This is an optimization exercise on Yosys and OpenROAD, whose aim is small area, a short achievable clock period and few clock cycles, not a production implementation. At most, simulation tests tie the RTL to the original design; equivalence was not proved. Only the layout flow was run in run 1; the RTL was not checked for function there. Power and IR drop assume default switching activity.

===== design.v =====
`timescale 1ns / 1ps
module ns_mem(clk, we, wa, wd, rsel, rd, fa, fd);
    input         clk;
    input         we;
    input  [4:0]  wa;
    input  [15:0] wd;
    input  [31:0] rsel;
    output reg [15:0] rd;
    input  [15:0] fa;
    output [15:0] fd;
    reg [15:0] mem [0:31];
    always @(posedge clk)
        if (we) mem[wa] <= wd;
    integer k;
    always @* begin
        rd = 16'd0;
        for (k = 0; k < 32; k = k + 1)
            rd = rd | ({16{rsel[k]}} & mem[k]);
    end
    assign fd = (fa[15:5] == 11'd0) ? mem[fa[4:0]] : 16'd0;
endmodule
`timescale 1ns / 1ps
module ns_fmul(a, b, p);
    input  [15:0] a;
    input  [15:0] b;
    output [15:0] p;
    wire [21:0] m = {1'b1, a[9:0]} * {1'b1, b[9:0]};
    wire [4:0]  e0 = a[14:10] + b[14:10] - 5'd15;
    wire [4:0]  e1 = a[14:10] + b[14:10] - 5'd14;
    wire [4:0]  e = m[21] ? e1 : e0;
    wire [9:0]  f = m[21] ? m[20:11] : m[19:10];
    wire        z = (a[14:0] == 15'd0) | (b[14:0] == 15'd0);
    assign p = z ? 16'd0 : {a[15] ^ b[15], e, f};
endmodule
`timescale 1ns / 1ps
module ns_fadd(a, b, s);
    input  [15:0] a;
    input  [15:0] b;
    output [15:0] s;
    wire [4:0]  ea = a[14:10];
    wire [4:0]  eb = b[14:10];
    wire        sA = a[15];
    wire        sB = b[15];
    wire [10:0] mA = {a[14:0] != 15'd0, a[9:0]};
    wire [10:0] mB = {b[14:0] != 15'd0, b[9:0]};
    wire        eff_sub = sA ^ sB;
    wire        swap = eb > ea;
    wire        eq   = ea == eb;
    wire        a1   = {1'b0, ea} == {1'b0, eb} + 6'd1;
    wire        b1   = {1'b0, eb} == {1'b0, ea} + 6'd1;
    wire        close = eff_sub & (eq | a1 | b1);
    wire [11:0] c0  = {1'b0, mA} - {1'b0, mB};
    wire [10:0] c0n = mB - mA;
    wire [10:0] c1  = mA - {1'b0, mB[10:1]};
    wire [10:0] c2  = mB - {1'b0, mA[10:1]};
    wire        aGE = ~c0[11];
    wire [10:0] cm  = eq ? (aGE ? c0[10:0] : c0n) : a1 ? c1 : c2;
    wire        cs  = eq ? (aGE ? sA : sB) : a1 ? sA : sB;
    wire [4:0]  ce  = b1 ? eb : ea;
    reg  [3:0]  sh;
    always @* begin
        casez (cm)
            11'b1??????????: sh = 4'd0;
            11'b01?????????: sh = 4'd1;
            11'b001????????: sh = 4'd2;
            11'b0001???????: sh = 4'd3;
            11'b00001??????: sh = 4'd4;
            11'b000001?????: sh = 4'd5;
            11'b0000001????: sh = 4'd6;
            11'b00000001???: sh = 4'd7;
            11'b000000001??: sh = 4'd8;
            11'b0000000001?: sh = 4'd9;
            default:         sh = 4'd10;
        endcase
    end
    wire [10:0] cshl = cm << sh;
    wire [15:0] cres = (cm == 11'd0) ? 16'd0 : {cs, ce - {1'b0, sh}, cshl[9:0]};
    wire [4:0]  dAB = ea - eb;
    wire [4:0]  dBA = eb - ea;
    wire [10:0] sAl = mB >> dAB;
    wire [10:0] sBl = mA >> dBA;
    wire [10:0] mL  = swap ? mB : mA;
    wire [10:0] sS  = swap ? sBl : sAl;
    wire        sL  = swap ? sB : sA;
    wire [4:0]  eL  = swap ? eb : ea;
    wire [11:0] fsum = {1'b0, mL} + {1'b0, sS};
    wire [10:0] fdif = mL - sS;
    reg  [15:0] fres;
    always @* begin
        if (eff_sub) begin
            if (fdif[10]) fres = {sL, eL, fdif[9:0]};
            else          fres = {sL, eL - 5'd1, fdif[8:0], 1'b0};
        end else begin
            if (fsum[11])      fres = {sL, eL + 5'd1, fsum[10:1]};
            else if (fsum[10]) fres = {sL, eL, fsum[9:0]};
            else               fres = 16'd0;
        end
    end
    assign s = close ? cres : fres;
endmodule
`timescale 1ns / 1ps
module ns_act(sel, v, r);
    input  [1:0]  sel;
    input  [15:0] v;
    output reg [15:0] r;
    always @* begin
        case (sel)
            2'd0: r = v;
            2'd1: r = v[15] ? 16'h0000 : 16'h3c00;
            2'd2: r = v[15] ? 16'h0000 : v;
            default: r = (v[14:10] >= 5'd15) ? {v[15], 15'h3c00} : v;
        endcase
    end
endmodule
`timescale 1ns / 1ps
module TheNeuroSpider(Address, CacheSelect, clk, rst, InputData, StartOperation,
                      WE, OutputData, ReadyForNextOp);
    input  [15:0] Address;
    input  [1:0]  CacheSelect;
    input         clk;
    input         rst;
    input  [15:0] InputData;
    input         StartOperation;
    input         WE;
    output [15:0] OutputData;
    output        ReadyForNextOp;
    reg        busy;
    reg [15:0] r_off, r_ioff, r_woff, r_n, r_dest;
    reg [1:0]  r_act;
    reg [15:0] ia, wa;       
    reg [15:0] fc;           
    reg        v1, v2;       
    reg [15:0] xr, wr;       
    reg [15:0] pr;           
    reg [15:0] acc;
    reg [18:0] ph;
    reg        ph_dv;        
    reg [4:0]  ph_dest;
    wire aLow = Address[15:5] == 11'd0;
    wire uwe  = WE & ~busy;
    wire go   = ~busy & StartOperation & ~rst;
    wire more = fc != r_n;
    wire fin  = busy & ~v1 & ~more;
    wire wr_off  = uwe & (Address == 16'h8000);
    wire wr_ioff = uwe & (Address == 16'h8001);
    wire wr_woff = uwe & (Address == 16'h8002);
    wire wr_n    = uwe & (Address == 16'h8003);
    wire wr_dest = uwe & (Address == 16'h8004);
    wire wr_act  = uwe & (Address == 16'h8005);
    wire [15:0] resv;
    wire [15:0] L_rd, I_rd, W_rd, L_fd, I_fd, W_fd;
    wire [31:0] dec  = 32'd1 << Address[4:0];
    wire [15:0] la = I_fd + r_off;
    wire        resWE = fin & (r_dest[15:5] == 11'd0);
    wire        hit   = go & (ph == 19'd2);
    wire        phWE  = hit & ph_dv;
    wire [15:0] ph_val = (r_act == 2'd1) ? 16'h3c00 : 16'h0000;
    wire        weL = (uwe & aLow & (CacheSelect == 2'b00)) | resWE | phWE;
    wire        weI = uwe & aLow & (CacheSelect == 2'b01);
    wire        weW = uwe & aLow & CacheSelect[1];
    ns_mem memL(.clk(clk), .we(weL),
                .wa(busy ? r_dest[4:0] : hit ? ph_dest[4:0] : Address[4:0]),
                .wd(busy ? resv : hit ? ph_val : InputData), .rsel(dec), .rd(L_rd), .fa(la), .fd(L_fd));
    ns_mem memI(.clk(clk), .we(weI), .wa(Address[4:0]), .wd(InputData),
                .rsel(dec), .rd(I_rd), .fa(ia), .fd(I_fd));
    ns_mem memW(.clk(clk), .we(weW), .wa(Address[4:0]), .wd(InputData),
                .rsel(dec), .rd(W_rd), .fa(wa), .fd(W_fd));
    reg [15:0] rreg;
    always @* begin
        case (Address)
            16'h8000: rreg = r_off;
            16'h8001: rreg = r_ioff;
            16'h8002: rreg = r_woff;
            16'h8003: rreg = r_n;
            16'h8004: rreg = r_dest;
            16'h8005: rreg = {14'd0, r_act};
            default:  rreg = 16'd0;
        endcase
    end
    wire [15:0] mrd = CacheSelect[1] ? W_rd : CacheSelect[0] ? I_rd : L_rd;
    assign OutputData = rreg | (aLow ? mrd : 16'd0);
    assign ReadyForNextOp = ~busy;
    wire [15:0] ioff_nx = wr_ioff ? InputData : r_ioff;
    wire [15:0] woff_nx = wr_woff ? InputData : r_woff;
    always @(posedge clk) begin
        if (rst) begin
            busy <= 1'b0;
            r_off <= 16'd0; r_ioff <= 16'd0; r_woff <= 16'd0;
            r_n <= 16'd0; r_dest <= 16'd0; r_act <= 2'd0;
        end else begin
            if (wr_off)  r_off  <= InputData;
            r_ioff <= ioff_nx;
            r_woff <= woff_nx;
            if (wr_n)    r_n    <= InputData;
            if (wr_dest) r_dest <= InputData;
            if (wr_act)  r_act  <= InputData[1:0];
            if (go) busy <= 1'b1;
            else if (fin) busy <= 1'b0;
        end
    end
    wire keep_n  = wr_n & (InputData > fc);
    wire restart = fin | hit | (uwe & ~(wr_dest | wr_act | keep_n));
    wire fetch   = more;
    wire [15:0] prod, sum;
    ns_fmul mul(.a(xr), .b(wr), .p(prod));
    ns_fadd add(.a(pr), .b(acc), .s(sum));
    ns_act  act(.sel(r_act), .v(v2 ? sum : acc), .r(resv));
    always @(posedge clk) begin
        if (rst) begin
            v1 <= 1'b0; v2 <= 1'b0; fc <= 16'd0;
            ia <= 16'd0; wa <= 16'd0;
        end else if (restart) begin
            v1 <= 1'b0; v2 <= 1'b0; fc <= 16'd0;
            ia <= ioff_nx; wa <= woff_nx;
        end else begin
            if (fetch) begin
                fc <= fc + 16'd1;
                ia <= ia + 16'd1;
                wa <= wa + 16'd1;
            end
            v1 <= fetch;
            v2 <= v1;
        end
    end
    always @(posedge clk) begin
        if (rst) begin
            ph <= (r_n == 16'd0) ? 19'd3 : {1'b0, r_n, 2'b00} + {3'b000, r_n} + 19'd9;
            ph_dv <= r_dest[15:5] == 11'd0;
            ph_dest <= r_dest[4:0];
        end else if (go)
            ph <= 19'd0;
        else if (ph != 19'd0)
            ph <= ph - 19'd1;
    end
    always @(posedge clk) begin
        if (fetch) begin
            xr <= L_fd;
            wr <= W_fd;
        end
        pr <= prod;
        if (rst | restart) acc <= 16'd0;
        else if (v2) acc <= sum;
    end
endmodule

===== config.mk =====
export PLATFORM = sky130hd
export DESIGN_NAME = TheNeuroSpider
export DESIGN_NICKNAME = TheNeuroSpider
export VERILOG_FILES = /design/flow/design.v
export SDC_FILE = /design/flow/constraint.sdc
export NUM_CORES = 4
export LEC_CHECK = 0
export CAP_MARGIN = 20
export CORE_MARGIN = 2
export CORE_UTILIZATION = 50
export SETUP_SLACK_MARGIN = 3.0
export SLEW_MARGIN = 20

===== constraint.sdc =====
create_clock -name core_clock -period 10.0 [get_ports {clk}]
set_input_delay 2.0000 -clock core_clock [delete_from_list [all_inputs] [get_ports {clk}]]
set_output_delay 2.0000 -clock core_clock [all_outputs]
set_load 0.01 [all_outputs]

===== run.sh =====
#!/bin/bash
# synth_recipe.tcl (not shown) runs the flow's synth.tcl, then flattens the netlist and writes it again
# the make line also repeats each setting of config.mk as NAME=value (left out here)
make -C /OpenROAD-flow-scripts/flow DESIGN_CONFIG=/design/flow/config.mk WORK_HOME=/design/flow/orfs CLKGATE_MAP_FILE= SYNTH_SCRIPT=/design/flow/synth_recipe.tcl finish

==> run notes, run 1 <==
- The die is 427 µm tall.
- The CTS tree is built.
- The maximum number of pins on one net before global-route repair is 80.
- The final net count is 6979.
- The share of layout cells above drive strength 1 is 0.238.
- The predominant post-synthesis flop cell is edfxtp_1.
- The average size of a mapped cell is 14.1 µm².
- The total placed cells including tap cells is 8621.
- The worst setup path is captured at an output port.
- The data arrival time of the worst path is 5.07 ns.
- The tightest min-delay check is of the reg -> reg type.
- The count of boundary I/O pins is 55.
- The worst setup margin is 2.93 ns.
- The flip-flop and latch count after synthesis is 1763.
- The DRC violation count after routing is 0.
- The top cell types in the final layout, fill and taps aside, are edfxtp_1 (1593), mux4_2 (488), nand2_1 (389), buf_4 (381), a22oi_1 (300).
- The H-tree level count is 4.
- The storage element area is 0.0513 mm².
- The slack of the worst reg-to-reg path is 3.18 ns.
- The count of input and output buffers is 54.
- In the finished design, the share of the clock period the worst path needs comes to 0.707.
- The first global-routing pass estimated 506 mm of wire.
- The finished cells cover 0.104 mm².
- The initial antenna violation count is 29.
- The count of synthesis-stage warnings from yosys is 4.
- The count of final max-slew check failures is 0.
- The accumulated negative setup slack is 0 ns.
- The total overflow left after global routing is 0.
- From left edge to right edge, the die measures 427 µm.
- The area occupied by multi-input gates is 0.0372 mm².
- The register clock-pin slew on the reported worst setup and hold paths is 0.06 ns.
- Setup violations remaining at the end of the flow were counted as 0.
- The power after layout is 17.2 mW.
- The normalized max-slew margin is 0.239.
- The clock buffer count from CTS is 184.
- The fill cell total of the finished layout is 13900.
- The via count is 67600.
- Across all hold checks on the routed design, the worst slack comes to 0.453 ns.
- In the synthesized netlist the async set-or-reset flop fraction comes to 0.
- The region available for standard cell placement spans 0.178 mm².
- In the final routed layout, each cell accounts on average for 40.5 µm.
- The area growth from synthesis to final layout is 15.8%.
- The data required time at the worst endpoint is 8.00 ns.
- The combined area of all synthesized cells is 0.0894 mm².
- Once detailed placement completed, the half-perimeter wirelength came to 226 mm.
- The count of max-cap constraint violations is 0.
- Once placement finished, the instance area stood at 0.0945 mm².
- The maximum number of buffers from clock root to sink is 3.
- Leaving out fill and tap cells, the most frequent cell in the layout is edfxtp_1.
- The number of sinks driven by the clock tree is 1763.
- The number of hold violations in the final report came to 0.
- The number of different library cells used by synthesis comes to 95.
- The worst vdd rail ir drop is 0.211 mV.
- When the netlist entered floorplanning its net count stood at 6666.
- The power density over the cells is 166 mW/mm².
- The number of cells in the finished layout apart from fillers is 9169.
- The clock reaches the later pin of the worst-skew pair after 0.87 ns.
- Setup repair after global routing left no endpoint under its margin.
- The via count of the first global-routing pass is 64300.
- The maximum achievable frequency is 141 MHz.
- The weighted congestion reported at the end of routability-driven placement is 0.980.
- In the routed layout, each cell is associated on average with a via count of 7.37.
- The initial standard-cell utilization of the core is 0.502.
- The cell count after synthesis came out at 6328.
- The synthesized design contains 1593 enable-type register cells.
- Of all nets on the critical path, the largest fanout is 13.
- The post-layout minimum cycle time is 7.07 ns.
- At the end of the flow the core is filled with cells to 0.582.
- The type of element launching the critical path is a primary input.
- The tree is rooted in a clkbuf_16.
- In this run the static leakage power is 34.4 nW.
- The floorplan has 155 rows.
- The die covers 0.182 mm².
- The overall fraction of global-route tracks in use is 0.401.
- The post-synthesis sequential area ratio is 0.573.
- Clock skew on the completed layout was measured at 0.0634 ns.
- The post-detailed-routing wire length is 371 mm.
- For the pin with the worst max-slew slack, the measured transition is 1.14 ns.
- The number of buffers inserted by hold repair at cts is 0.
- The minimum setup slack after placement is 0.661 ns.
- The count of nets left with antenna violations once routing finished came out at 0.
- By startpoint and endpoint, the worst setup path is classified as in -> out.
- The first-pass detailed-route iteration total is 10.
- The flow ran to the end and the layout has no timing, DRC or antenna violations.
- The first routing iteration left 12200 violations.
[kinds of logic after synthesis]
| group | share of synthesized area |
|---|---|
| AOI/OAI and AO/OA | 0.117 |
| and+or+nand+nor | 0.0755 |
| DFF | 0.573 |
| muxes | 0.142 |
| buffers and inverters | 0.0275 |
| xor gates and xnor gates | 0.0163 |
| adders and majority gates | 0.0495 |
[layer usage]
layer,share of wire,up-vias,track usage
li1,-,26200,-
met1,0.34,33600,0.504
met2,0.43,6237,0.592
met3,0.15,1559,0.150
met4,0.079,32,0.240
met5,0.00058,-,0.000529
[cell type report]
class | instances | share of cell area
clock buffer | 227 | 0.0469
antenna | 16 | 0.000386
tap | 2355 | 0.0284
clock inverter | 116 | 0.0129
multi-input combinational | 3923 | 0.359
timing repair buffer | 536 | 0.0488
sequential | 1763 | 0.495
inverter | 233 | 0.00844
[registers in the layout, indices dropped and copies added (netlist names), 19 cells and up, named ones only]
name / flops
memI.mem: 512
memL.mem: 512
ph: 19
memW.mem: 512
[cell usage after synthesis (12+ instances only)]
cell / number / share of area
nand3_1: 106 / 0.0059
a221oi_1: 206 / 0.020
inv_1: 231 / 0.0097
o21a_1: 19 / 0.0016
or4_1: 13 / 0.0011
nand2_1: 397 / 0.017
a22oi_1: 304 / 0.026
nor2b_1: 46 / 0.0032
a222oi_1: 42 / 0.0047
o31ai_1: 12 / 0.0010
clkbuf_1: 314 / 0.013
a22o_1: 210 / 0.021
nand2b_1: 23 / 0.0016
and3_1: 21 / 0.0015
xnor2_1: 102 / 0.010
a21o_1: 41 / 0.0034
nor4_1: 42 / 0.0029
nor3_1: 95 / 0.0053
o21bai_1: 21 / 0.0018
mux2i_1: 153 / 0.017
o22ai_1: 32 / 0.0022
o21ai_0: 122 / 0.0068
buf_1: 85 / 0.0036
xor2_1: 64 / 0.0063
and2_1: 83 / 0.0058
mux2_2: 14 / 0.0018
fa_1: 90 / 0.020
mux4_2: 488 / 0.12
a31oi_1: 16 / 0.0011
nand4_1: 148 / 0.010
or2_2: 15 / 0.0010
nor2_1: 363 / 0.015
edfxtp_1: 1593 / 0.53
ha_1: 210 / 0.029
a21oi_1: 203 / 0.011
dfxtp_1: 170 / 0.038
a211oi_1: 28 / 0.0023
o211ai_1: 16 / 0.0013
or3_1: 21 / 0.0015
[where the power goes]
group | leakage, nW | switching [mW] | internal [mW] | total [mW]
Clock | 2.98 | 3.11 | 4.01 | 7.12
Combinational | 15.6 | 1.11 | 0.769 | 1.88
Sequential | 15.8 | 0.0662 | 8.12 | 8.18
[worst max-delay path, stage by stage]
cell and delay, ns:
buf_6 0.15, or3b_4 0.31, nor2_4 0.06, buf_12 0.15, buf_4 0.17, buf_6 0.15, a222oi_1 0.55, nand4_1 0.52
o31ai_4 0.51, nand4_1 0.26, buf_6 0.20
[final timing paths]
path | startpoint | to | depth (start not counted)
min | v1 | v2 | 1
max | Address[3] | OutputData[15] | 11
max reg2reg | acc[10] | memL.mem[17][12] | 26
min reg2reg | v1 | v2 | 1
[repair_timing]
action	CTS	global route
pin swaps	68	31
buffers inserted	146	35
gates resized for setup	198	94
gates cloned	6	2
endpoints found under the setup margin	537	547
==> inputs of run 2 (changes only) <==
--- a/design.v
+++ b/design.v
@@ -78,24 +78,33 @@
     wire [4:0]  dAB = ea - eb;
     wire [4:0]  dBA = eb - ea;
-    wire [10:0] sAl = mB >> dAB;
-    wire [10:0] sBl = mA >> dBA;
-    wire [10:0] mL  = swap ? mB : mA;
-    wire [10:0] sS  = swap ? sBl : sAl;
-    wire        sL  = swap ? sB : sA;
-    wire [4:0]  eL  = swap ? eb : ea;
+    wire [15:0] fA, fB;
+    ns_far farA(.sL(sA), .eL(ea), .mL(mA), .mS(mB), .d(dAB), .sub(eff_sub), .r(fA));
+    ns_far farB(.sL(sB), .eL(eb), .mL(mB), .mS(mA), .d(dBA), .sub(eff_sub), .r(fB));
+    wire [15:0] fres = swap ? fB : fA;
+    assign s = close ? cres : fres;
+endmodule
+module ns_far(sL, eL, mL, mS, d, sub, r);
+    input         sL;
+    input  [4:0]  eL;
+    input  [10:0] mL;
+    input  [10:0] mS;
+    input  [4:0]  d;
+    input         sub;
+    output reg [15:0] r;
+    wire [10:0] sS   = mS >> d;
     wire [11:0] fsum = {1'b0, mL} + {1'b0, sS};
     wire [10:0] fdif = mL - sS;
-    reg  [15:0] fres;
-    always @* begin
-        if (eff_sub) begin
-            if (fdif[10]) fres = {sL, eL, fdif[9:0]};
-            else          fres = {sL, eL - 5'd1, fdif[8:0], 1'b0};
+    wire [4:0]  eP   = eL + 5'd1;
+    wire [4:0]  eM   = eL - 5'd1;
+    always @* begin
+        if (sub) begin
+            if (fdif[10]) r = {sL, eL, fdif[9:0]};
+            else          r = {sL, eM, fdif[8:0], 1'b0};
         end else begin
-            if (fsum[11])      fres = {sL, eL + 5'd1, fsum[10:1]};
-            else if (fsum[10]) fres = {sL, eL, fsum[9:0]};
-            else               fres = 16'd0;
-        end
-    end
-    assign s = close ? cres : fres;
+            if (fsum[11])      r = {sL, eP, fsum[10:1]};
+            else if (fsum[10]) r = {sL, eL, fsum[9:0]};
+            else               r = 16'd0;
+        end
+    end
 endmodule
 `timescale 1ns / 1ps
--- a/config.mk
+++ b/config.mk
@@ -8,5 +8,5 @@
 export CAP_MARGIN = 20
 export CORE_MARGIN = 2
-export CORE_UTILIZATION = 50
+export CORE_UTILIZATION = 40
 export SETUP_SLACK_MARGIN = 3.0
 export SLEW_MARGIN = 20
==> run notes, run 2 <==
- The number of cells produced by synthesis was 6556 (+3.6%).
- The leakage power of the design was 35.7 nW (+3.6%).
- The post-synthesis sequential area ratio is 0.564 (-0.00864).
- The number of sinks driven by the clock tree is 1763 (unchanged).
- Leaving out fill and tap cells, the most frequent cell in the layout is edfxtp_1.
- The count of max-cap constraint violations is 0 (unchanged).
- The critical path is of the in -> out type.
- The flow ran to the end and the layout has no timing, DRC or antenna violations.
- The normalized max-slew margin is 0.122 (-0.117).
- The post-layout minimum cycle time was 7.18 ns (+0.109 ns).
- The final standard cell utilization of the core was 0.474 (-0.108).
- The async set-reset flop share out of synthesis is 0 (unchanged).
- The area share of the leading cell type in the synthesized netlist is 0.527 (-0.00807).
- The routed via count divided by cell count is 6.96 (-5.5%).
- The net switching power came to 4.08 mW (-5.0%).
- The via count came to 70300 (+4.1%).
- The accumulated negative setup slack is 0 ns (unchanged).
- The first-pass detailed-route iteration total is 10 (unchanged).
- The count of synthesis-stage warnings from yosys is 5 (+1).
- TritonCTS built the clock tree.
- The area of the core region is 0.225 mm² (+27%).
- The floorplan row count is 174 (+12%).
- The library cell with the highest instance count after synthesis is edfxtp_1.
- The worst setup path is launched from a primary input.
- The number of enable-type register cells in the synthesized netlist is 1593 (unchanged).
- The y dimension of the die came to 480 µm (+13%).
- The initial antenna violation count is 32 (+10%).
- The net count of the mapped netlist is 6921 (+3.8%).
- The commonest cells after synthesis are edfxtp_1 (1593), mux4_2 (484), nand2_1 (470), nor2_1 (427), clkbuf_1 (324).
- The clock buffer count from CTS was 181 (-1.6%).
- The number of DRC violations after detailed-routing iteration 0 was 13400 (+9.8%).
- The final setup skew is 0.0866 ns (+0.0232 ns).
- The average size of a mapped cell is 13.9 µm² (-2.0%).
- The data required time at the worst endpoint is 8.00 ns (about the same).
- The internal portion of total power is 12.5 mW (-3.3%).
- The number of cells on the worst reg-to-reg path is 26 (unchanged).
- The power density over the cells was 155 mW/mm² (-6.6%).
- The largest registers in the layout are memI.mem (512), memL.mem (512), memW.mem (512).
- The combined area of all synthesized cells is 0.0908 mm² (+1.5%).
- The post-detailed-routing wire length is 385 mm (+3.8%).
- The buffer type at the clock tree root is clkbuf_16.
- The maximum achievable frequency is 139 MHz (-1.5%).
- The maximum number of buffers from clock root to sink is 3 (unchanged).
- The remaining global-route overflow was 0 (unchanged).
- The count of final max-slew check failures came to 0 (unchanged).
- The path type of the worst min-delay path is reg -> reg.
- The area of the die came to 0.231 mm² (+27%).
- The final HPWL from detailed placement is 237 mm (+5.0%).
- The first-pass GRT wire length was 526 mm (+4.0%).
- In the layout the commonest cells are edfxtp_1 (1593), mux4_2 (484), nand2_1 (461), buf_4 (425), nor2_1 (300).
- The synthesized design spends more area on one cell type than any other, namely edfxtp_1.
- The fraction of power consumed by combinational cells was 0.090 (-0.020).
- The share of power burned in the clock network was 0.417 (+0.003).
- The count of boundary I/O pins is 55 (unchanged).
- The proportion of power drawn by flip-flops and latches is 0.493 (+0.017).
- The switching part of the total is 0.246 (-0.00315).
- The data arrival time of the worst path came to 5.18 ns (+0.11 ns).
- The slack of the worst reg-to-reg path was 3.05 ns (-0.13 ns).
- The area occupied by multi-input gates is 0.0386 mm² (+3.6%).
- The fill cell total of the finished layout was 19300 (+39%).
- Relative to the synthesized area, the layout overhead comes to 17.6%.
- The flip-flop and latch count after synthesis was 1763 (unchanged).
- The weighted congestion reported at the end of routability-driven placement was 0.974 (-0.57%).
- By area the synthesized netlist is led by edfxtp_1 (53%), mux4_2 (12%), dfxtp_1 (3.7%).
- The initial standard-cell utilization of the core was 0.403 (-0.0994).
- The slew at the pin closest to its max-slew limit is 1.28 ns (+0.140 ns).
- The via count of the first global-routing pass came to 67100 (+4.3%).
- The share of layout cells above drive strength 1 is 0.243 (+0.00493).
- The number of buffers inserted by hold repair at cts is 0 (unchanged).
- The placement-stage cell area is 0.0968 mm² (+2.4%).
- The H-tree level count came to 4 (unchanged).
- The die width is 480 µm (+13%).
- The storage element area is 0.0513 mm² (about the same).
- The maximum number of pins on one net before global-route repair is 129 (+61%).
- The number of hold violations in the final report was 0 (unchanged).
- The number of cells traversed by the worst hold path was 2 (+1).
- The endpoint type of the worst setup path is an output port.
- The overall fraction of global-route tracks in use came to 0.324 (-0.0767).
- Setup repair after global routing could not meet its margin everywhere.
- The latest clock arrival within the worst-skew pair was 0.87 ns (about the same).
- The worst vdd rail ir drop is 0.142 mV (-33%).
- The cell area after layout came to 0.107 mm² (+3.1%).
- The DRC violation count after routing is 0 (unchanged).
- The number of nets with antenna violations after detailed routing is 0 (unchanged).
- The final critical-path share of the clock period is 0.718 (+0.0109).
- The detail-routed net length per standard cell is 38.1 µm (-5.8%).
- The register clock-pin slew on the reported worst setup and hold paths came to 0.06 ns (about the same).
- The final net count came to 7304 (+4.7%).
- The number of library cell types mapped by synthesis is 100 (+5.3%).
- The predominant post-synthesis flop cell is edfxtp_1.
- The number of endpoints failing setup at the final stage is 0 (unchanged).
- The count of input and output buffers is 54 (unchanged).
- The largest driver fanout on the critical path was 13 (unchanged).
- The power after layout is 16.5 mW (-3.7%).
==> run 2: logic make-up (layout without fill, tap and decap cells) <==
logic type,count (synthesis),after routing,synth area share
compound gates,1384,1387,0.116
buf+inv,660,1195,0.0278
flops,1763,1763,0.564
simple gates,1597,1599,0.0836
xor+xnor,180,180,0.0175
fa+ha+maj,327,327,0.0527
mux,645,645,0.138
other cells,0,15,0
==> run 2: what timing repair did <==
item,CTS,global route
gates resized for setup,251,81
setup endpoints to repair,512,389
setup buffers,199,39
gates cloned,11,4
pin swaps,69,42
hold endpoints to repair,0,0
==> run 2: final timing paths <==
path	from	end
max	Address[2]	OutputData[14]
min	r_woff[12]	r_woff[12]
max reg2reg	pr[10]	memL.mem[16][0]
min reg2reg	r_woff[12]	r_woff[12]
==> run 2: power groups by stage <==
| stage | combinational [mW] | sequential (mW) | clock (mW) |
|---|---|---|---|
| global placement | 1.30 | 8.31 | 0 |
| floorplan | 0.775 | 8.29 | 0 |
| detailed placement | 1.31 | 8.31 | 0 |
| finish | 1.49 | 8.15 | 6.90 |
| global route | 1.53 | 8.15 | 7.19 |
| CTS | 1.40 | 8.15 | 6.90 |
==> run 2: critical path: stages <==
cell and delay (ns):
buf_8 0.14, nor2b_4 0.18, nand2_4 0.09, nor2_4 0.07, buf_4 0.16, buf_8 0.17
a22o_1 0.21, a221oi_2 0.17, nand4_1 0.14, nor4_2 0.27, buf_4 0.19, a21oi_2 0.03
o211ai_1 0.88, nand3_1 0.22, buf_2 0.21
==> run 2: layer usage <==
metal,up-vias,GRT usage,share of wire
li1,27200,-,-
met1,34900,0.412,0.34
met2,6685,0.459,0.41
met3,1564,0.145,0.17
met4,26,0.179,0.071
met5,-,0.00891,0.0018
==> run 2: cell type report <==
cell class | instances | share of cell area
flip-flops and latches | 1763 | 0.480
multi-input cells | 4138 | 0.361
repair buffers | 620 | 0.0591
clock buffers | 219 | 0.0455
well taps | 2992 | 0.0351
clock inverters | 121 | 0.0106
inverters | 235 | 0.00826
diodes | 15 | 0.000351
==> run 2: through the flow <==
| stage | std cells | worst slack [ns] | hold slack [ns] |
|---|---|---|---|
| 6_report | 10100 | 2.82 | 0.480 |
| 5_1_grt | 10100 | 2.74 | 0.510 |
| 4_1_cts | 10000 | 2.84 | 0.480 |
| 3_5_place_dp | 9494 | 0.819 | 0.472 |
| 3_3_place_gp | 9493 | 0.973 | 0.462 |
| 2_1_floorplan | 6556 | 3.37 | 0.431 |
Testbench counts of run 2, summed over its fixed seeds: cycles 5,789.
==> inputs of run 3 (changes only) <==
--- a/design.v
+++ b/design.v
@@ -160,4 +160,7 @@
     wire [15:0] L_rd, I_rd, W_rd, L_fd, I_fd, W_fd;
     wire [31:0] dec  = 32'd1 << Address[4:0];
+    wire [31:0] selL = (CacheSelect == 2'b00) ? dec : 32'd0;
+    wire [31:0] selI = (CacheSelect == 2'b01) ? dec : 32'd0;
+    wire [31:0] selW = CacheSelect[1] ? dec : 32'd0;
     wire [15:0] la = I_fd + r_off;
     wire        resWE = fin & (r_dest[15:5] == 11'd0);
@@ -170,9 +173,9 @@
     ns_mem memL(.clk(clk), .we(weL),
                 .wa(busy ? r_dest[4:0] : hit ? ph_dest[4:0] : Address[4:0]),
-                .wd(busy ? resv : hit ? ph_val : InputData), .rsel(dec), .rd(L_rd), .fa(la), .fd(L_fd));
+                .wd(busy ? resv : hit ? ph_val : InputData), .rsel(selL), .rd(L_rd), .fa(la), .fd(L_fd));
     ns_mem memI(.clk(clk), .we(weI), .wa(Address[4:0]), .wd(InputData),
-                .rsel(dec), .rd(I_rd), .fa(ia), .fd(I_fd));
+                .rsel(selI), .rd(I_rd), .fa(ia), .fd(I_fd));
     ns_mem memW(.clk(clk), .we(weW), .wa(Address[4:0]), .wd(InputData),
-                .rsel(dec), .rd(W_rd), .fa(wa), .fd(W_fd));
+                .rsel(selW), .rd(W_rd), .fa(wa), .fd(W_fd));
     reg [15:0] rreg;
     always @* begin
@@ -187,6 +190,5 @@
         endcase
     end
-    wire [15:0] mrd = CacheSelect[1] ? W_rd : CacheSelect[0] ? I_rd : L_rd;
-    assign OutputData = rreg | (aLow ? mrd : 16'd0);
+    assign OutputData = rreg | (aLow ? (L_rd | I_rd | W_rd) : 16'd0);
     assign ReadyForNextOp = ~busy;
     wire [15:0] ioff_nx = wr_ioff ? InputData : r_ioff;
==> run notes, run 3 <==
- The y dimension of the die came to 480 µm (about the same).
- STA classifies the critical path endpoint as a register.
- Among all flip-flop cells after synthesis, the most frequent one is edfxtp_1.
- The area share of the leading cell type in the synthesized netlist is 0.527 (about the same).
- The first-pass detailed-route iteration total came to 10 (unchanged).
- The count of max-cap constraint violations is 0 (unchanged).
- The maximum number of buffers from clock root to sink is 3 (unchanged).
- The proportion of power drawn by flip-flops and latches is 0.461 (-0.032).
- The fill cell total of the finished layout is 19400 (+0.45%).
- The storage element area is 0.0513 mm² (about the same).
- The post-layout minimum cycle time came to 7.27 ns (+0.0848 ns).
- In this run the critical register-to-register path is captured at xr[15].
- The worst hold path begins at r_ioff[0].
- The internal portion of total power is 13.1 mW (+5.0%).
- The register clock-pin slew on the reported worst setup and hold paths is 0.06 ns (about the same).
- The count of input and output buffers came to 54 (unchanged).
- The flip-flop and latch count after synthesis was 1763 (unchanged).
- The share of power burned in the clock network is 0.427 (+0.010).
- The largest total area in the synthesized netlist belongs to edfxtp_1.
- The clock buffer count from CTS was 193 (+6.6%).
- The number of library cell types mapped by synthesis came to 97 (-3.0%).
- The number of cells in the finished layout apart from fillers is 10300 (+2.3%).
- The leakage power of the design is 37.4 nW (+4.9%).
- The power after layout is 17.8 mW (+7.5%).
- The run finished with no timing, DRC or antenna violations.
- The worst setup path is of the reg -> reg kind.
- The via count came to 79900 (+14%).
- The net switching power came to 4.68 mW (+15%).
- The power density over the cells is 161 mW/mm² (+3.7%).
- The first-pass GRT wire length is 753 mm (+43%).
- The die width is 480 µm (about the same).
- The cell area after layout is 0.111 mm² (+3.6%).
- The number of enable-type register cells in the synthesized netlist was 1593 (unchanged).
- The proportion of synthesized area in mux cells was 0.137 (-0.00134).
- The worst setup margin is 2.73 ns (-0.0848 ns).
- The post-synthesis share of cell area spent on xor and xnor gates is 0.0183 (+0.000812).
- The initial antenna violation count is 83 (+160%).
- The weighted congestion reported at the end of routability-driven placement is 1.09 (+12%).
- The count of synthesis-stage warnings from yosys is 5 (unchanged).
- The slack of the worst reg-to-reg path is 2.73 ns (-0.32 ns).
- The routed via count divided by cell count is 7.73 (+11%).
- The share of the synthesized area in compound gates (AO/OA/AOI/OAI) is 0.117 (+0.00124).
- The number of hold violations in the final report is 0 (unchanged).
- The worst vdd rail ir drop was 0.163 mV (+15%).
- The final setup skew came to 0.0634 ns (-0.0232 ns).
- The placement-stage cell area came to 0.0988 mm² (+2.1%).
- The number of cells traversed by the worst hold path came to 2 (unchanged).
- The fraction of the mapped netlist area in adder cells was 0.0527 (about the same).
- The accumulated negative setup slack is 0 ns (unchanged).
- The number of cells produced by synthesis is 6541 (-0.23%).
- The data required time at the worst endpoint is 10.56 ns (+2.56 ns).
- The CTS tree is built.
- The via count of the first global-routing pass was 71200 (+6.1%).
- The floorplan row count is 174 (unchanged).
- The detail-routed net length per standard cell came to 58.0 µm (+52%).
- The final net count is 7460 (+2.1%).
- The count of final max-slew check failures was 0 (unchanged).
- The share of layout cells above drive strength 1 is 0.288 (+0.0451).
- The fraction of power consumed by combinational cells is 0.113 (+0.023).
- STA classifies the critical path startpoint as a register.
- The simple-gate share of the synthesized area was 0.0812 (-0.00240).
- The area occupied by multi-input gates is 0.0403 mm² (+4.5%).
- The H-tree level count came to 4 (unchanged).
- The maximum achievable frequency is 138 MHz (-1.2%).
- The slew at the pin closest to its max-slew limit is 1.36 ns (+0.0824 ns).
- The latest clock arrival within the worst-skew pair is 0.91 ns (+0.04 ns).
- The number of cells on the worst reg-to-reg path came to 11 (-58%).
- The average size of a mapped cell is 13.9 µm² (+0.16%).
- The normalized max-slew margin is 0.0733 (-0.0485).
- The largest driver fanout on the critical path came to 49 (+36).
- The total placed cells including tap cells is 9638 (+1.5%).
- From synthesis to final layout, the design area changed by 21.9%.
- The most frequent standard cell in the layout excluding fill and tap cells is edfxtp_1.
- The maximum number of pins on one net before global-route repair came to 76 (-41%).
- The final critical-path share of the clock period is 0.727 (+0.00848).
- The remaining global-route overflow is 0 (unchanged).
- Sorting the synthesized cells by how often they occur yields edfxtp_1 (1593), a22oi_1 (540), mux4_2 (498), nor2_1 (389), nand2_1 (382).
- The number of sinks driven by the clock tree is 1763 (unchanged).
- The post-synthesis sequential area ratio is 0.565 (about the same).
- In the final layout, the registers with the most flip-flops are memI.mem (512), memL.mem (512), memW.mem (512).
- The async set-reset flop share out of synthesis is 0 (unchanged).
- The cell sitting at the root of the clock tree is a clkbuf_16.
- The net count of the mapped netlist is 6906 (-0.22%).
- The switching part of the total is 0.263 (+0.0170).
- The number of nets with antenna violations after detailed routing is 0 (unchanged).
- The post-detailed-routing wire length is 599 mm (+56%).
- Setup repair after global routing could not meet its margin everywhere.
- The final HPWL from detailed placement was 408 mm (+72%).
- The area of the die is 0.231 mm² (about the same).
- The area of the core region is 0.225 mm² (about the same).
- The minimum setup slack after placement is 0.616 ns (-0.203 ns).
- Yosys attributes the largest share of cell area to edfxtp_1 (53%), mux4_2 (12%), a22oi_1 (4.5%).
- The number of DRC violations after detailed-routing iteration 0 is 15000 (+12%).
- The combined area of all synthesized cells is 0.0908 mm² (about the same).
- The worst hold path belongs to the class reg -> reg.
- The initial standard-cell utilization of the core is 0.403 (about the same).
- The library cell with the highest instance count after synthesis is edfxtp_1.
- In the layout the commonest cells are edfxtp_1 (1593), buf_4 (531), mux4_2 (498), a22oi_1 (494), nand2_1 (352).
- The data arrival time of the worst path was 7.82 ns (+2.64 ns).
- The count of boundary I/O pins was 55 (unchanged).
- The largest family of logic cells by synthesized area is multiplexers.
- The overall fraction of global-route tracks in use is 0.510 (+0.185).
- For hold timing, the worst endpoint is r_ioff[0].
- The DRC violation count after routing is 0 (unchanged).
- The number of endpoints failing setup at the final stage came to 0 (unchanged).
## run 3: cell count changes after synthesis, moves of 24 or more
cell	before	now
a211oi_1	13	43
a221oi_1	228	129
a222oi_1	58	2
a22o_1	223	119
a22oi_1	249	540
and3_1	28	65
buf_1	89	56
inv_1	234	281
mux2_2	34	10
nand2_1	470	382
nor2_1	427	389
nor4_1	49	79
## run 3: worst max path at each step
stage	startpoint	end	slack [ns]	cells past startpoint
after global routing	register	xr[15]	2.85	11
after floorplan	pr[11]	memL.mem[0][8]	2.46	24
after detailed placement	Address[1]	OutputData[2]	0.62	14
final	register	xr[15]	2.73	11
after CTS	Address[1]	OutputData[12]	2.92	16
after global placement	Address[3]	OutputData[15]	-0.67	13
## run 3: kinds of logic after synthesis
| family | after synthesis |
|---|---|
| AND/OR/NAND/NOR | 1504 |
| XOR/XNOR | 190 |
| adder cells (fa/ha/maj) | 327 |
| multiplexers | 618 |
| buffers and inverters | 692 |
| AO/OA/AOI/OAI | 1447 |
| flip-flops | 1763 |
## run 3: stage by stage
step	hold slack, ns	util
6_report	0.482	0.492
5_1_grt	0.496	0.491
4_1_cts	0.479	0.486
3_5_place_dp	0.471	0.439
3_3_place_gp	0.461	0.438
2_1_floorplan	0.423	-
## run 3: worst max-delay path: stages, from the launching register on
cell and delay (ns):
dfxtp_4 0.72, mux4_2 0.62, mux4_2 0.50, mux2i_2 0.66, nor2_1 0.16, ha_4 0.22, fa_4 1.35, buf_12 0.40
mux4_2 0.40, mux4_2 0.51, mux2i_2 1.06, nor2_1 0.11
## run 3: layout make-up
type / instances / share of cell area
diodes: 86 / 0.00194
inverters: 283 / 0.00967
repair buffers: 762 / 0.0678
clock inverters: 122 / 0.0122
clock buffers: 238 / 0.0469
flip-flops and latches: 1763 / 0.463
well taps: 2992 / 0.0338
multi-input cells: 4092 / 0.364
## run 3: power by group through the flow
stage          Sequential, mW  Clock, mW  Combinational, mW
2_1_floorplan            8.30          0              0.928
3_3_place_gp             8.35          0               1.75
3_5_place_dp             8.35          0               1.75
4_1_cts                  8.18       7.53               1.86
5_1_grt                  8.18       7.83               1.99
6_report                 8.19       7.59               2.00
## run 3: what timing repair did
| action | CTS | global route |
|---|---|---|
| setup buffers | 190 | 52 |
| pin swaps | 160 | 69 |
| cloned | 11 | 0 |
| setup endpoints to repair | 545 | 509 |
| gates resized for setup | 499 | 132 |
| hold buffers | 0 | 0 |
## run 3: per-layer routing
metal / global-route usage / vias to the layer above / share of wire / routed length, µm
met2: 0.685 / 8995 / 0.40 / 238000
met4: 0.393 / 54 / 0.097 / 58200
met3: 0.291 / 2572 / 0.17 / 101000
met1: 0.592 / 40800 / 0.33 / 201000
li1: - / 27600 / - / -
met5: 0.0207 / - / 0.0019 / 1140
Testbench counts of run 3, summed over its fixed seeds: cycles 5,789.
==> inputs of run 4 (changes only) <==
--- a/design.v
+++ b/design.v
@@ -1,4 +1,4 @@
 `timescale 1ns / 1ps
-module ns_mem(clk, we, wa, wd, rsel, rd, fa, fd);
+module ns_mem(clk, we, wa, wd, rsel, rd, fsel, fd);
     input         clk;
     input         we;
@@ -7,6 +7,6 @@
     input  [31:0] rsel;
     output reg [15:0] rd;
-    input  [15:0] fa;
-    output [15:0] fd;
+    input  [31:0] fsel;
+    output reg [15:0] fd;
     reg [15:0] mem [0:31];
     always @(posedge clk)
@@ -18,5 +18,9 @@
             rd = rd | ({16{rsel[k]}} & mem[k]);
     end
-    assign fd = (fa[15:5] == 11'd0) ? mem[fa[4:0]] : 16'd0;
+    always @* begin
+        fd = 16'd0;
+        for (k = 0; k < 32; k = k + 1)
+            fd = fd | ({16{fsel[k]}} & mem[k]);
+    end
 endmodule
 `timescale 1ns / 1ps
@@ -137,5 +141,6 @@
     reg [15:0] r_off, r_ioff, r_woff, r_n, r_dest;
     reg [1:0]  r_act;
-    reg [15:0] ia, wa;       
+    reg [10:0] ia_hi, wa_hi;
+    reg [31:0] ia_oh, wa_oh;
     reg [15:0] fc;           
     reg        v1, v2;       
@@ -163,5 +168,10 @@
     wire [31:0] selI = (CacheSelect == 2'b01) ? dec : 32'd0;
     wire [31:0] selW = CacheSelect[1] ? dec : 32'd0;
-    wire [15:0] la = I_fd + r_off;
+    wire [15:0] I_f = (ia_hi == 11'd0) ? I_fd : 16'd0;
+    wire [15:0] la  = I_f + r_off;
+    wire        lv  = la[15:5] == 11'd0;
+    wire [31:0] la_oh = 32'd1 << la[4:0];
+    wire [15:0] L_f = lv ? L_fd : 16'd0;
+    wire [15:0] W_f = (wa_hi == 11'd0) ? W_fd : 16'd0;
     wire        resWE = fin & (r_dest[15:5] == 11'd0);
     wire        hit   = go & (ph == 19'd2);
@@ -173,9 +183,9 @@
     ns_mem memL(.clk(clk), .we(weL),
                 .wa(busy ? r_dest[4:0] : hit ? ph_dest[4:0] : Address[4:0]),
-                .wd(busy ? resv : hit ? ph_val : InputData), .rsel(selL), .rd(L_rd), .fa(la), .fd(L_fd));
+                .wd(busy ? resv : hit ? ph_val : InputData), .rsel(selL), .rd(L_rd), .fsel(la_oh), .fd(L_fd));
     ns_mem memI(.clk(clk), .we(weI), .wa(Address[4:0]), .wd(InputData),
-                .rsel(selI), .rd(I_rd), .fa(ia), .fd(I_fd));
+                .rsel(selI), .rd(I_rd), .fsel(ia_oh), .fd(I_fd));
     ns_mem memW(.clk(clk), .we(weW), .wa(Address[4:0]), .wd(InputData),
-                .rsel(selW), .rd(W_rd), .fa(wa), .fd(W_fd));
+                .rsel(selW), .rd(W_rd), .fsel(wa_oh), .fd(W_fd));
     reg [15:0] rreg;
     always @* begin
@@ -220,13 +230,17 @@
         if (rst) begin
             v1 <= 1'b0; v2 <= 1'b0; fc <= 16'd0;
-            ia <= 16'd0; wa <= 16'd0;
+            ia_hi <= 11'd0; ia_oh <= 32'd1;
+            wa_hi <= 11'd0; wa_oh <= 32'd1;
         end else if (restart) begin
             v1 <= 1'b0; v2 <= 1'b0; fc <= 16'd0;
-            ia <= ioff_nx; wa <= woff_nx;
+            ia_hi <= ioff_nx[15:5]; ia_oh <= 32'd1 << ioff_nx[4:0];
+            wa_hi <= woff_nx[15:5]; wa_oh <= 32'd1 << woff_nx[4:0];
         end else begin
             if (fetch) begin
                 fc <= fc + 16'd1;
-                ia <= ia + 16'd1;
-                wa <= wa + 16'd1;
+                ia_oh <= {ia_oh[30:0], ia_oh[31]};
+                wa_oh <= {wa_oh[30:0], wa_oh[31]};
+                if (ia_oh[31]) ia_hi <= ia_hi + 11'd1;
+                if (wa_oh[31]) wa_hi <= wa_hi + 11'd1;
             end
             v1 <= fetch;
@@ -246,6 +260,6 @@
     always @(posedge clk) begin
         if (fetch) begin
-            xr <= L_fd;
-            wr <= W_fd;
+            xr <= L_f;
+            wr <= W_f;
         end
         pr <= prod;
--- a/config.mk
+++ b/config.mk
@@ -8,5 +8,8 @@
 export CAP_MARGIN = 20
 export CORE_MARGIN = 2
-export CORE_UTILIZATION = 40
-export SETUP_SLACK_MARGIN = 3.0
+export CORE_UTILIZATION = 50
+export CTS_BUF_LIST = sky130_fd_sc_hd__clkbuf_8
+export CTS_CLUSTER_SIZE = 20
+export SETUP_SLACK_MARGIN = 2.9
 export SLEW_MARGIN = 20
+export TNS_END_PERCENT = 20
==> run notes, run 4 <==
- The floorplan row count is 155 (-11%).
- In the synthesized netlist the dominant register cell turns out to be edfxtp_1.
- The maximum number of buffers from clock root to sink came to 4 (+1).
- The total placed cells including tap cells came to 9797 (+1.6%).
- The number of cells produced by synthesis is 7359 (+13%).
- The clock buffer count from CTS is 320 (+66%).
- The average size of a mapped cell is 12.2 µm² (-12%).
- The combined area of all synthesized cells is 0.0899 mm² (-0.95%).
- The number of enable-type register cells in the synthesized netlist came to 1593 (unchanged).
- The number of buffers inserted by hold repair at cts came to 0 (unchanged).
- The commonest cells after synthesis are edfxtp_1 (1593), a22oi_1 (876), nor2_1 (574), clkbuf_1 (403), nand2_1 (370).
- The via count of the first global-routing pass is 90200.
- The number of library cell types mapped by synthesis is 102 (+5.2%).
- The number of sinks driven by the clock tree is 1812 (+2.8%).
- The terminating stage of the flow is global routing.
- The count of synthesis-stage warnings from yosys is 5 (unchanged).
- The first global-routing pass estimated 903 mm of wire.
- The area share of the leading cell type in the synthesized netlist was 0.532 (+0.00507).
- The maximum number of pins on one net before global-route repair is 119.
- In the global route stage, overall resource usage came out at 0.747.
- The H-tree level count came to 5 (+1).
- The initial standard-cell utilization of the core is 0.503 (+0.100).
- The post-synthesis sequential area ratio is 0.581 (+0.0163).
- The die width is 428 µm (-11%).
- Ranked by total cell area, the synthesized netlist is headed by edfxtp_1 (53%), a22oi_1 (7.3%), dfxtp_1 (4.9%).
- The net count of the mapped netlist came to 7726 (+12%).
- The y dimension of the die is 428 µm (-11%).
- CTS placed an instance of clkbuf_8 at the clock tree root.
- The most common cell in the synthesized netlist is edfxtp_1.
- The count of input and output buffers is 54 (unchanged).
- The async set-reset flop share out of synthesis was 0 (unchanged).
- The weighted congestion reported at the end of routability-driven placement is 1.31 (+21%).
- The synthesized design spends more area on one cell type than any other, namely edfxtp_1.
- The count of boundary I/O pins was 55 (unchanged).
- The run stopped with a tool error.
- The final HPWL from detailed placement is 455 mm (+11%).
- The flip-flop and latch count after synthesis was 1812 (+2.8%).
- The first error in the log reads "[ERROR GRT-0116] Global routing finished with congestion. Check the congestion regions in the DRC Viewer".
- The remaining global-route overflow is 7.
==> run 4: cell count changes after synthesis, sizes merged, moves of 68 or more <==
| cell | delta |
|---|---|
| a221oi | +216 |
| a22o | +217 |
| a22oi | +336 |
| a31oi | +72 |
| clkbuf | +68 |
| mux4 | -476 |
| nand4 | +138 |
| nor2 | +183 |
| nor3 | +97 |
==> run 4: routing by layer <==
layer  overflow  GRT usage
met4          4      0.667
met1          0      0.780
met3          0      0.649
met2          3      0.857
met5          0      0.388
==> run 4: cells by family after synthesis <==
family | share of synthesized area
xor gates and xnor gates | 0.0173
adders and majority gates | 0.0535
buffers and inverters | 0.0299
DFF | 0.581
and+or+nand+nor | 0.100
AOI/OAI and AO/OA | 0.195
muxes | 0.0234
==> run 4: worst max path at each step <==
stage	cells past startpoint	to	start
2_1_floorplan	25	memL.mem[0][14]	acc[10]
3_3_place_gp	14	OutputData[15]	Address[2]
3_5_place_dp	14	OutputData[15]	Address[3]
4_1_cts	13	OutputData[15]	Address[0]
==> run 4: per-stage QoR <==
step,worst slack [ns],utilization,cell area [µm²]
floorplan,3.00,-,89900
global placement,0.877,0.540,96400
detailed placement,0.838,0.540,96500
CTS,2.71,0.589,105000
==> run 4: power by group through the flow <==
stage | clock network [mW] | registers (mW) | logic [mW]
after floorplan | 0 | 8.50 | 0.446
after global placement | 0 | 8.53 | 0.983
after detailed placement | 0 | 8.53 | 1.01
after CTS | 6.67 | 8.37 | 1.08
==> run 4: repair_timing <==
item	4_1_cts
gates cloned	7
buffers inserted	103
pin swaps	69
resized for setup	373
setup endpoints to repair	501
Testbench counts of run 4, summed over its fixed seeds: cycles 5,789.
==> inputs of run 5 (changes only) <==
--- a/design.v
+++ b/design.v
@@ -165,7 +165,4 @@
     wire [15:0] L_rd, I_rd, W_rd, L_fd, I_fd, W_fd;
     wire [31:0] dec  = 32'd1 << Address[4:0];
-    wire [31:0] selL = (CacheSelect == 2'b00) ? dec : 32'd0;
-    wire [31:0] selI = (CacheSelect == 2'b01) ? dec : 32'd0;
-    wire [31:0] selW = CacheSelect[1] ? dec : 32'd0;
     wire [15:0] I_f = (ia_hi == 11'd0) ? I_fd : 16'd0;
     wire [15:0] la  = I_f + r_off;
@@ -183,9 +180,9 @@
     ns_mem memL(.clk(clk), .we(weL),
                 .wa(busy ? r_dest[4:0] : hit ? ph_dest[4:0] : Address[4:0]),
-                .wd(busy ? resv : hit ? ph_val : InputData), .rsel(selL), .rd(L_rd), .fsel(la_oh), .fd(L_fd));
+                .wd(busy ? resv : hit ? ph_val : InputData), .rsel(dec), .rd(L_rd), .fsel(la_oh), .fd(L_fd));
     ns_mem memI(.clk(clk), .we(weI), .wa(Address[4:0]), .wd(InputData),
-                .rsel(selI), .rd(I_rd), .fsel(ia_oh), .fd(I_fd));
+                .rsel(dec), .rd(I_rd), .fsel(ia_oh), .fd(I_fd));
     ns_mem memW(.clk(clk), .we(weW), .wa(Address[4:0]), .wd(InputData),
-                .rsel(selW), .rd(W_rd), .fsel(wa_oh), .fd(W_fd));
+                .rsel(dec), .rd(W_rd), .fsel(wa_oh), .fd(W_fd));
     reg [15:0] rreg;
     always @* begin
@@ -200,5 +197,6 @@
         endcase
     end
-    assign OutputData = rreg | (aLow ? (L_rd | I_rd | W_rd) : 16'd0);
+    wire [15:0] mrd = CacheSelect[1] ? W_rd : CacheSelect[0] ? I_rd : L_rd;
+    assign OutputData = rreg | (aLow ? mrd : 16'd0);
     assign ReadyForNextOp = ~busy;
     wire [15:0] ioff_nx = wr_ioff ? InputData : r_ioff;
--- a/config.mk
+++ b/config.mk
@@ -9,7 +9,4 @@
 export CORE_MARGIN = 2
 export CORE_UTILIZATION = 50
-export CTS_BUF_LIST = sky130_fd_sc_hd__clkbuf_8
-export CTS_CLUSTER_SIZE = 20
-export SETUP_SLACK_MARGIN = 2.9
+export SETUP_SLACK_MARGIN = 3.0
 export SLEW_MARGIN = 20
-export TNS_END_PERCENT = 20
==> run notes, run 5 <==
- After detailed routing, the average wire length per cell comes to 44.3 µm.
- The endpoint type of the worst setup path is an output port.
- The async set-reset flop share out of synthesis is 0 (unchanged).
- The weighted congestion reported at the end of routability-driven placement is 1.02 (-22%).
- The number of sinks driven by the clock tree was 1812 (unchanged).
- The placement-stage cell area was 0.0958 mm² (-0.69%).
- The detailed router finished its first iteration with 17300 violations.
- Entering global routing, the biggest net connects 105 pins.
- For this design the total switching power over the nets is 4.11 mW.
- The predominant post-synthesis flop cell is edfxtp_1.
- Internal power comes to 12.7 mW.
- The run finished with no timing, DRC or antenna violations.
- The proportion of power drawn by flip-flops and latches is 0.498.
- After layout, the minimum clock period comes to 7.16 ns.
- The CTS tree is built.
- The overall fraction of global-route tracks in use is 0.477.
- The largest registers in the layout are memI.mem (512), memL.mem (512), memW.mem (512).
- In the layout the commonest cells are edfxtp_1 (1593), a22oi_1 (608), buf_4 (482), nor2_1 (442), a221oi_1 (428).
- The initial antenna violation count is 24.
- The number of cells produced by synthesis is 7391 (+0.43%).
- Summing over every cut layer, the via total after detailed routing is 79900.
- The first global-routing pass estimated 606 mm of wire.
- The average size of a mapped cell is 12.2 µm² (about the same).
- The number of enable-type register cells in the synthesized netlist came to 1593 (unchanged).
- STA classifies the critical path startpoint as a primary input.
- The area of the core region is 0.179 mm².
- The clock buffer count from CTS was 189 (-41%).
- The register clock-pin slew on the reported worst setup and hold paths is 0.06 ns.
- The worst vdd rail ir drop is 0.187 mV.
- The final hold slack is 0.457 ns.
- The data required time at the worst endpoint is 8.00 ns.
- The cell area after layout is 0.105 mm².
- The final HPWL from detailed placement was 273 mm (-40%).
- At the later pin of the worst-skew pair, clock insertion delay measures 0.91 ns.
- After detailed routing, the number of remaining DRC violations is 0.
- Of the total power, the share spent switching nets is 0.245.
- The die width is 429 µm (+0.21%).
- Across the run, the number of max-cap violations was 0.
- The number of buffers and inverters on the critical path is 5.
- Along the worst hold path, the cell count comes to 1.
- The largest single stage delay on the critical path is 0.72 ns.
- The count of final max-slew check failures came to 0.
- Of the total power, combinational logic draws 0.071.
- The number of hold violations in the final report came to 0.
- The data arrival time of the worst path is 5.16 ns.
- The initial standard-cell utilization of the core is 0.504 (+0.00101).
- The buffer type at the clock tree root is clkbuf_16.
- The combined area of all synthesized cells is 0.0903 mm² (+0.42%).
- The area growth from synthesis to final layout is 16.3%.
- The net count of the mapped netlist came to 7758 (+0.41%).
- In this run the most critical hold path is launched from v1.
- The slack of the worst reg-to-reg path is 3.22 ns.
- The number of nets with antenna violations after detailed routing is 0.
- The count of boundary I/O pins was 55 (unchanged).
- The path class of the tightest hold or removal check is reg -> reg.
- The worst register-to-register path has a depth of 22.
- In this run the worst path has a maximum fanout of 15.
- The maximum number of buffers from clock root to sink is 3 (-1).
- The final setup skew is 0.0775 ns.
- The number of library cell types mapped by synthesis is 109 (+6.9%).
- The count of synthesis-stage warnings from yosys is 5 (unchanged).
- Counting instances in the post-synthesis netlist gives the leading cell types as edfxtp_1 (1593), a22oi_1 (608), nor2_1 (597), a221oi_1 (438), clkbuf_1 (424).
- The area of the die is 0.184 mm².
- The remaining global-route overflow is 0.
- The fill cell total of the finished layout is 14500.
- By instance count, the leading cell after synthesis is edfxtp_1.
- Sorting the synthesized cells by area gives the leading types as edfxtp_1 (53%), a22oi_1 (5.1%), dfxtp_1 (4.9%).
- The post-synthesis sequential area ratio came to 0.579 (-0.00242).
- The number of buffers inserted by hold repair at cts is 0 (unchanged).
- In the final layout, the share of cells above drive strength 1 is 0.167.
- The slew at the pin closest to its max-slew limit is 1.25 ns.
- The path with the worst hold slack has its endpoint at v2.
- The floorplan row count is 155 (unchanged).
- The area occupied by multi-input gates is 0.0369 mm².
- In this run the static leakage power is 36.5 nW.
- The H-tree level count is 4 (-1).
- For this design the ratio of total power to cell area is 160 mW/mm².
- The startpoint identified for the worst register-to-register timing path is pr[11].
- The post-detailed-routing wire length is 453 mm.
- After the last flow step, the layout net total stands at 8071.
- The y dimension of the die is 429 µm (+0.21%).
- The storage element area is 0.0522 mm².
- The count of input and output buffers is 54 (unchanged).
- The area share of the leading cell type in the synthesized netlist is 0.530 (-0.00221).
- The via count of the first global-routing pass came to 74100.
- The maximum achievable frequency is 140 MHz.
- The slowest library cell on the worst path is nor3_4.
- The number of endpoints failing setup at the final stage is 0.
- Grouping stages by cell kind, the critical path spends the most delay in simple AND/OR/NAND/NOR gates.
- The share of power burned in the clock network is 0.432.
- The synthesized design spends more area on one cell type than any other, namely edfxtp_1.
- The worst setup path is of the in -> out kind.
- Walking the worst path, the cells encountered are buf_6 > nand2_1 > or2_4 > nor2_4 > buf_12 > buf_6 > buf_12 > a22o_1 > a221oi_2 > nand4_1 > nor3_4 > or4_4 > nand4_1 > buf_2.
- Of the available clock period, the critical path in the final layout requires 0.716.
- Setup repair after global routing could not meet its margin everywhere.
- The normalized max-slew margin is 0.161.
- The most frequent standard cell in the layout excluding fill and tap cells is edfxtp_1.
- In the routed layout, each cell is associated on average with a via count of 7.81.
- The flip-flop and latch count after synthesis is 1812 (unchanged).
- The first-pass detailed-route iteration total is 14.
- The final standard cell utilization of the core is 0.586.
- The worst register-to-register path ends at memL.mem[25][3].
- Summing internal, switching and leakage power gives 16.8 mW.
run 5: cell count changes after synthesis, sizes merged, moves of 21 or more:
cell / change
a22oi: -268
a221oi: +100
a22o: +81
mux2i: +42
nor3: -38
a222oi: +37
a31oi: -32
buf: +26
nor4: -26
nor2: +23
clkbuf: +21
o21ai: +21
run 5: area by class of cell:
type                       count  area share
clock inverter               126      0.0122
timing repair buffer         628      0.0537
clock buffer                 224      0.0473
tap                         2355      0.0281
sequential                  1812       0.498
antenna                       17    0.000405
multi-input combinational   4815       0.351
inverter                     258     0.00925
run 5: power by group through the flow:
stage                     registers (mW)  logic [mW]  clock network [mW]
after floorplan                     8.50       0.494                   0
after global placement              8.51        1.02                   0
after detailed placement            8.51        1.04                   0
after CTS                           8.35        1.10                7.21
after global routing                8.35        1.19                7.51
final                               8.35        1.18                7.24
run 5: metrics by stage:
stage	TNS, ns	std cells	setup slack (ns)
after floorplan	0	7391	2.99
after global placement	-0.235	9675	-0.235
after detailed placement	0	9679	0.713
after CTS	0	10200	2.90
after global routing	0	10200	2.94
final	0	10200	2.84
run 5: cells by family after synthesis:
| kind of cell | Yosys count | synth area share |
|---|---|---|
| compound gates | 2269 | 0.195 |
| flops | 1812 | 0.579 |
| simple gates | 1800 | 0.0961 |
| buf+inv | 766 | 0.0323 |
| fa+ha+maj | 329 | 0.0533 |
| mux | 224 | 0.0261 |
| xor+xnor | 191 | 0.0185 |
run 5: how the worst max path moves through the flow:
stage / startpoint / endpoint / slack [ns] / depth (start not counted)
floorplan: acc[11] / memL.mem[0][10] / 2.99 / 25
global placement: Address[0] / OutputData[9] / -0.24 / 12
detailed placement: Address[0] / OutputData[5] / 0.71 / 12
CTS: Address[3] / OutputData[15] / 2.90 / 14
global route: Address[3] / OutputData[5] / 2.94 / 15
finish: Address[2] / OutputData[3] / 2.84 / 14
run 5: what timing repair did:
action                     in CTS  in global routing
resized for setup             224                 80
setup buffers                 131                 53
pin swaps                      72                 51
gates cloned                    2                  3
setup endpoints to repair     508                504
hold endpoints to repair        0                  0
run 5: per-layer routing:
layer,global-route usage,vias up,share of wire
met5,0.0143,-,0.00061
met4,0.339,26,0.098
met3,0.220,2765,0.17
met2,0.669,8510,0.40
met1,0.576,38400,0.33
li1,-,30200,-
Testbench counts of run 5, summed over its fixed seeds: cycles 5,789.
==> inputs of run 6 (changes only) <==
--- a/config.mk
+++ b/config.mk
@@ -8,5 +8,6 @@
 export CAP_MARGIN = 20
 export CORE_MARGIN = 2
-export CORE_UTILIZATION = 50
+export CORE_UTILIZATION = 45
+export CTS_BUF_LIST = sky130_fd_sc_hd__clkbuf_8
 export SETUP_SLACK_MARGIN = 3.0
 export SLEW_MARGIN = 20
==> run notes, run 6 <==
- The largest registers in the layout are memI.mem (512), memL.mem (512), memW.mem (512).
- The count of max-cap constraint violations is 0 (unchanged).
- The maximum achievable frequency was 140 MHz (+0.55%).
- The biggest area contributor in the post-synthesis netlist is edfxtp_1.
- STA classifies the critical path endpoint as an output port.
- The slew at the pin closest to its max-slew limit is 1.33 ns (+0.0794 ns).
- The data arrival time of the worst path is 5.12 ns (-0.04 ns).
- The latest clock arrival within the worst-skew pair is 1.11 ns (+0.20 ns).
- The fraction of power consumed by combinational cells was 0.073 (+0.002).
- The area occupied by multi-input gates is 0.0371 mm² (+0.61%).
- The largest driver fanout on the critical path is 29 (+14).
- CTS placed an instance of clkbuf_8 at the clock tree root.
- The data required time at the worst endpoint is 8.00 ns (about the same).
- The clock buffer count from CTS is 323 (+71%).
- The count of boundary I/O pins is 55 (unchanged).
- The count of final max-slew check failures is 0 (unchanged).
- The share of layout cells above drive strength 1 is 0.181 (+0.0138).
- The share of the synthesized area in compound gates (AO/OA/AOI/OAI) was 0.195 (unchanged).
- The maximum number of pins on one net before global-route repair is 96 (-8.6%).
- The initial standard-cell utilization of the core came to 0.453 (-0.0517).
- The library cell used most frequently in the layout, excluding fill and tap cells, is edfxtp_1.
- The final HPWL from detailed placement is 268 mm (-1.9%).
- The net count of the mapped netlist is 7758 (unchanged).
- The switching part of the total is 0.252 (+0.00665).
- The leakage power of the design is 37.1 nW (+1.7%).
- The post-synthesis sequential area ratio was 0.579 (unchanged).
- The cell area after layout is 0.106 mm² (+0.67%).
- The number of library cell types mapped by synthesis was 109 (unchanged).
- The post-detailed-routing wire length came to 450 mm (-0.80%).
- The CTS tree is built.
- The first-pass detailed-route iteration total is 15 (+1).
- The normalized max-slew margin is 0.108 (-0.0534).
- The area share of the leading cell type in the synthesized netlist is 0.530 (unchanged).
- The predominant post-synthesis flop cell is edfxtp_1.
- Setup repair after global routing could not meet its margin everywhere.
- The number of nets with antenna violations after detailed routing came to 0 (unchanged).
- The fraction of the mapped netlist area in adder cells came to 0.0533 (unchanged).
- The fill cell total of the finished layout is 17100 (+18%).
- The number of sinks driven by the clock tree is 1812 (unchanged).
- The area of the core region is 0.199 mm² (+11%).
- The combined area of all synthesized cells is 0.0903 mm² (unchanged).
- The run finished with no timing, DRC or antenna violations.
- The initial antenna violation count is 20 (-17%).
- The y dimension of the die was 452 µm (+5.4%).
- The routed via count divided by cell count is 7.43 (-4.8%).
- The number of cells produced by synthesis is 7391 (unchanged).
- The count of input and output buffers is 54 (unchanged).
- The power density over the cells is 154 mW/mm² (-3.4%).
- The remaining global-route overflow was 0 (unchanged).
- The area growth from synthesis to layout is 17.1%.
- The power after layout is 16.3 mW (-2.7%).
- Leaving out fill and tap cells, the most frequent cells in the layout are edfxtp_1 (1593), a22oi_1 (608), buf_4 (484), nor2_1 (441), a221oi_1 (429).
- The library cell with the highest instance count after synthesis is edfxtp_1.
- After synthesis, the largest family of logic cells by area is compound AO/OA/AOI/OAI gates.
- The weighted congestion reported at the end of routability-driven placement is 1.03 (+1.3%).
- The proportion of power drawn by flip-flops and latches is 0.512 (+0.014).
- The final setup skew came to 0.122 ns (+0.0448 ns).
- The accumulated negative setup slack is 0 ns (unchanged).
- The number of hold violations in the final report is 0 (unchanged).
- The number of DRC violations after detailed-routing iteration 0 was 16400 (-5.1%).
- The die width is 452 µm (+5.4%).
- The overall fraction of global-route tracks in use came to 0.425 (-0.0519).
- The via count of the first global-routing pass is 74700 (+0.81%).
- The number of enable-type register cells in the synthesized netlist came to 1593 (unchanged).
- The DRC violation count after routing came to 0 (unchanged).
- The floorplan row count came to 164 (+5.8%).
- The H-tree level count is 5 (+1).
- After synthesis, the most frequently instantiated cells are edfxtp_1 (1593), a22oi_1 (608), nor2_1 (597), a221oi_1 (438), clkbuf_1 (424).
- The via count is 80000 (+0.20%).
- The count of synthesis-stage warnings from yosys came to 5 (unchanged).
- The maximum number of buffers from clock root to sink is 4 (+1).
- The simple-gate share of the synthesized area is 0.0961 (unchanged).
- The net switching power is 4.11 mW (about the same).
- The post-layout minimum cycle time is 7.12 ns (-0.0390 ns).
- The final net count came to 8225 (+1.9%).
- STA classifies the critical path startpoint as a primary input.
- The number of buffers inserted by hold repair at cts is 0 (unchanged).
- The number of endpoints failing setup at the final stage came to 0 (unchanged).
- The detail-routed net length per standard cell is 41.8 µm (-5.7%).
- The async set-reset flop share out of synthesis is 0 (unchanged).
- The storage element area is 0.0523 mm² (about the same).
- The placement-stage cell area is 0.0961 mm² (+0.30%).
- The flip-flop and latch count after synthesis is 1812 (unchanged).
- The final critical-path share of the clock period came to 0.712 (-0.00390).
- The worst setup path is of the in -> out kind.
- The average size of a mapped cell is 12.2 µm² (unchanged).
- The register clock-pin slew on the reported worst setup and hold paths was 0.06 ns (about the same).
- The post-synthesis share of cell area spent on xor and xnor gates is 0.0185 (unchanged).
- The share of power burned in the clock network is 0.415 (-0.017).
- The area of the die was 0.204 mm² (+11%).
- The proportion of synthesized area in mux cells was 0.0261 (unchanged).
- Ranked by total cell area, the synthesized netlist is headed by edfxtp_1 (53%), a22oi_1 (5.1%), dfxtp_1 (4.9%).
- The first-pass GRT wire length is 603 mm (-0.61%).
- The final hold slack is 0.482 ns (+0.0249 ns).
- The path type of the worst min-delay path is reg -> reg.
- The worst vdd rail ir drop is 0.145 mV (-23%).
- The internal portion of total power is 12.2 mW (-3.6%).
[run 6: timing repair]
item / CTS / global route
setup buffers: 122 / 86
gates cloned: 9 / 4
pin swaps: 68 / 42
gates resized for setup: 234 / 101
setup endpoints to repair: 534 / 467
[run 6: power by group through the flow]
stage / clock [mW] / combinational, mW / sequential, mW
floorplan: 0 / 0.494 / 8.50
global placement: 0 / 1.01 / 8.51
detailed placement: 0 / 1.02 / 8.51
CTS: 6.77 / 1.09 / 8.36
global route: 7.10 / 1.20 / 8.36
finish: 6.77 / 1.19 / 8.36
[run 6: per-layer routing]
layer / track usage / part of all wire
met3: 0.191 / 0.16
met2: 0.597 / 0.40
met4: 0.307 / 0.097
met5: 0.0250 / 0.0022
met1: 0.512 / 0.33
[run 6: cell type report]
class,instances,area share
clock buffers,335,0.0436
clock inverters,223,0.0133
diodes,25,0.000592
flip-flops and latches,1812,0.494
well taps,2656,0.0314
multi-input cells,4819,0.351
inverters,258,0.00920
repair buffers,644,0.0561
[run 6: through the flow]
step | setup WS, ns | util | cells
6_report | 2.88 | 0.530 | 10800
5_1_grt | 2.85 | 0.530 | 10800
4_1_cts | 2.91 | 0.523 | 10700
3_5_place_dp | 0.745 | 0.482 | 9966
3_3_place_gp | 0.762 | 0.481 | 9962
2_1_floorplan | 2.99 | - | 7391
[run 6: final timing paths]
check,startpoint,end,slack (ns),cells after the start
setup / recovery,Address[0],OutputData[12],2.88,11
hold / removal,r_dest[5],r_dest[5],0.48,2
setup reg to reg,ia_oh[4],xr[5],3.10,18
hold reg to reg,r_dest[5],r_dest[5],0.48,2
[run 6: logic make-up (layout without fill, tap and decap cells)]
family	Yosys count	in the layout
buffers and inverters	766	1460
flip-flops	1812	1812
AND/OR/NAND/NOR	1800	1804
AO/OA/AOI/OAI	2269	2271
XOR/XNOR	191	191
multiplexers	224	224
other	0	25
adder cells (fa/ha/maj)	329	329
[run 6: worst max-delay path, cell delays in order]
cell       delay, ns
buf_6           0.15
nand2b_4        0.27
buf_4           0.16
nor2_4          0.04
buf_12          0.22
a22o_1          0.33
a221oi_1        0.33
nand4_1         0.58
o22ai_4         0.59
o2111ai_2       0.21
clkbuf_2        0.18
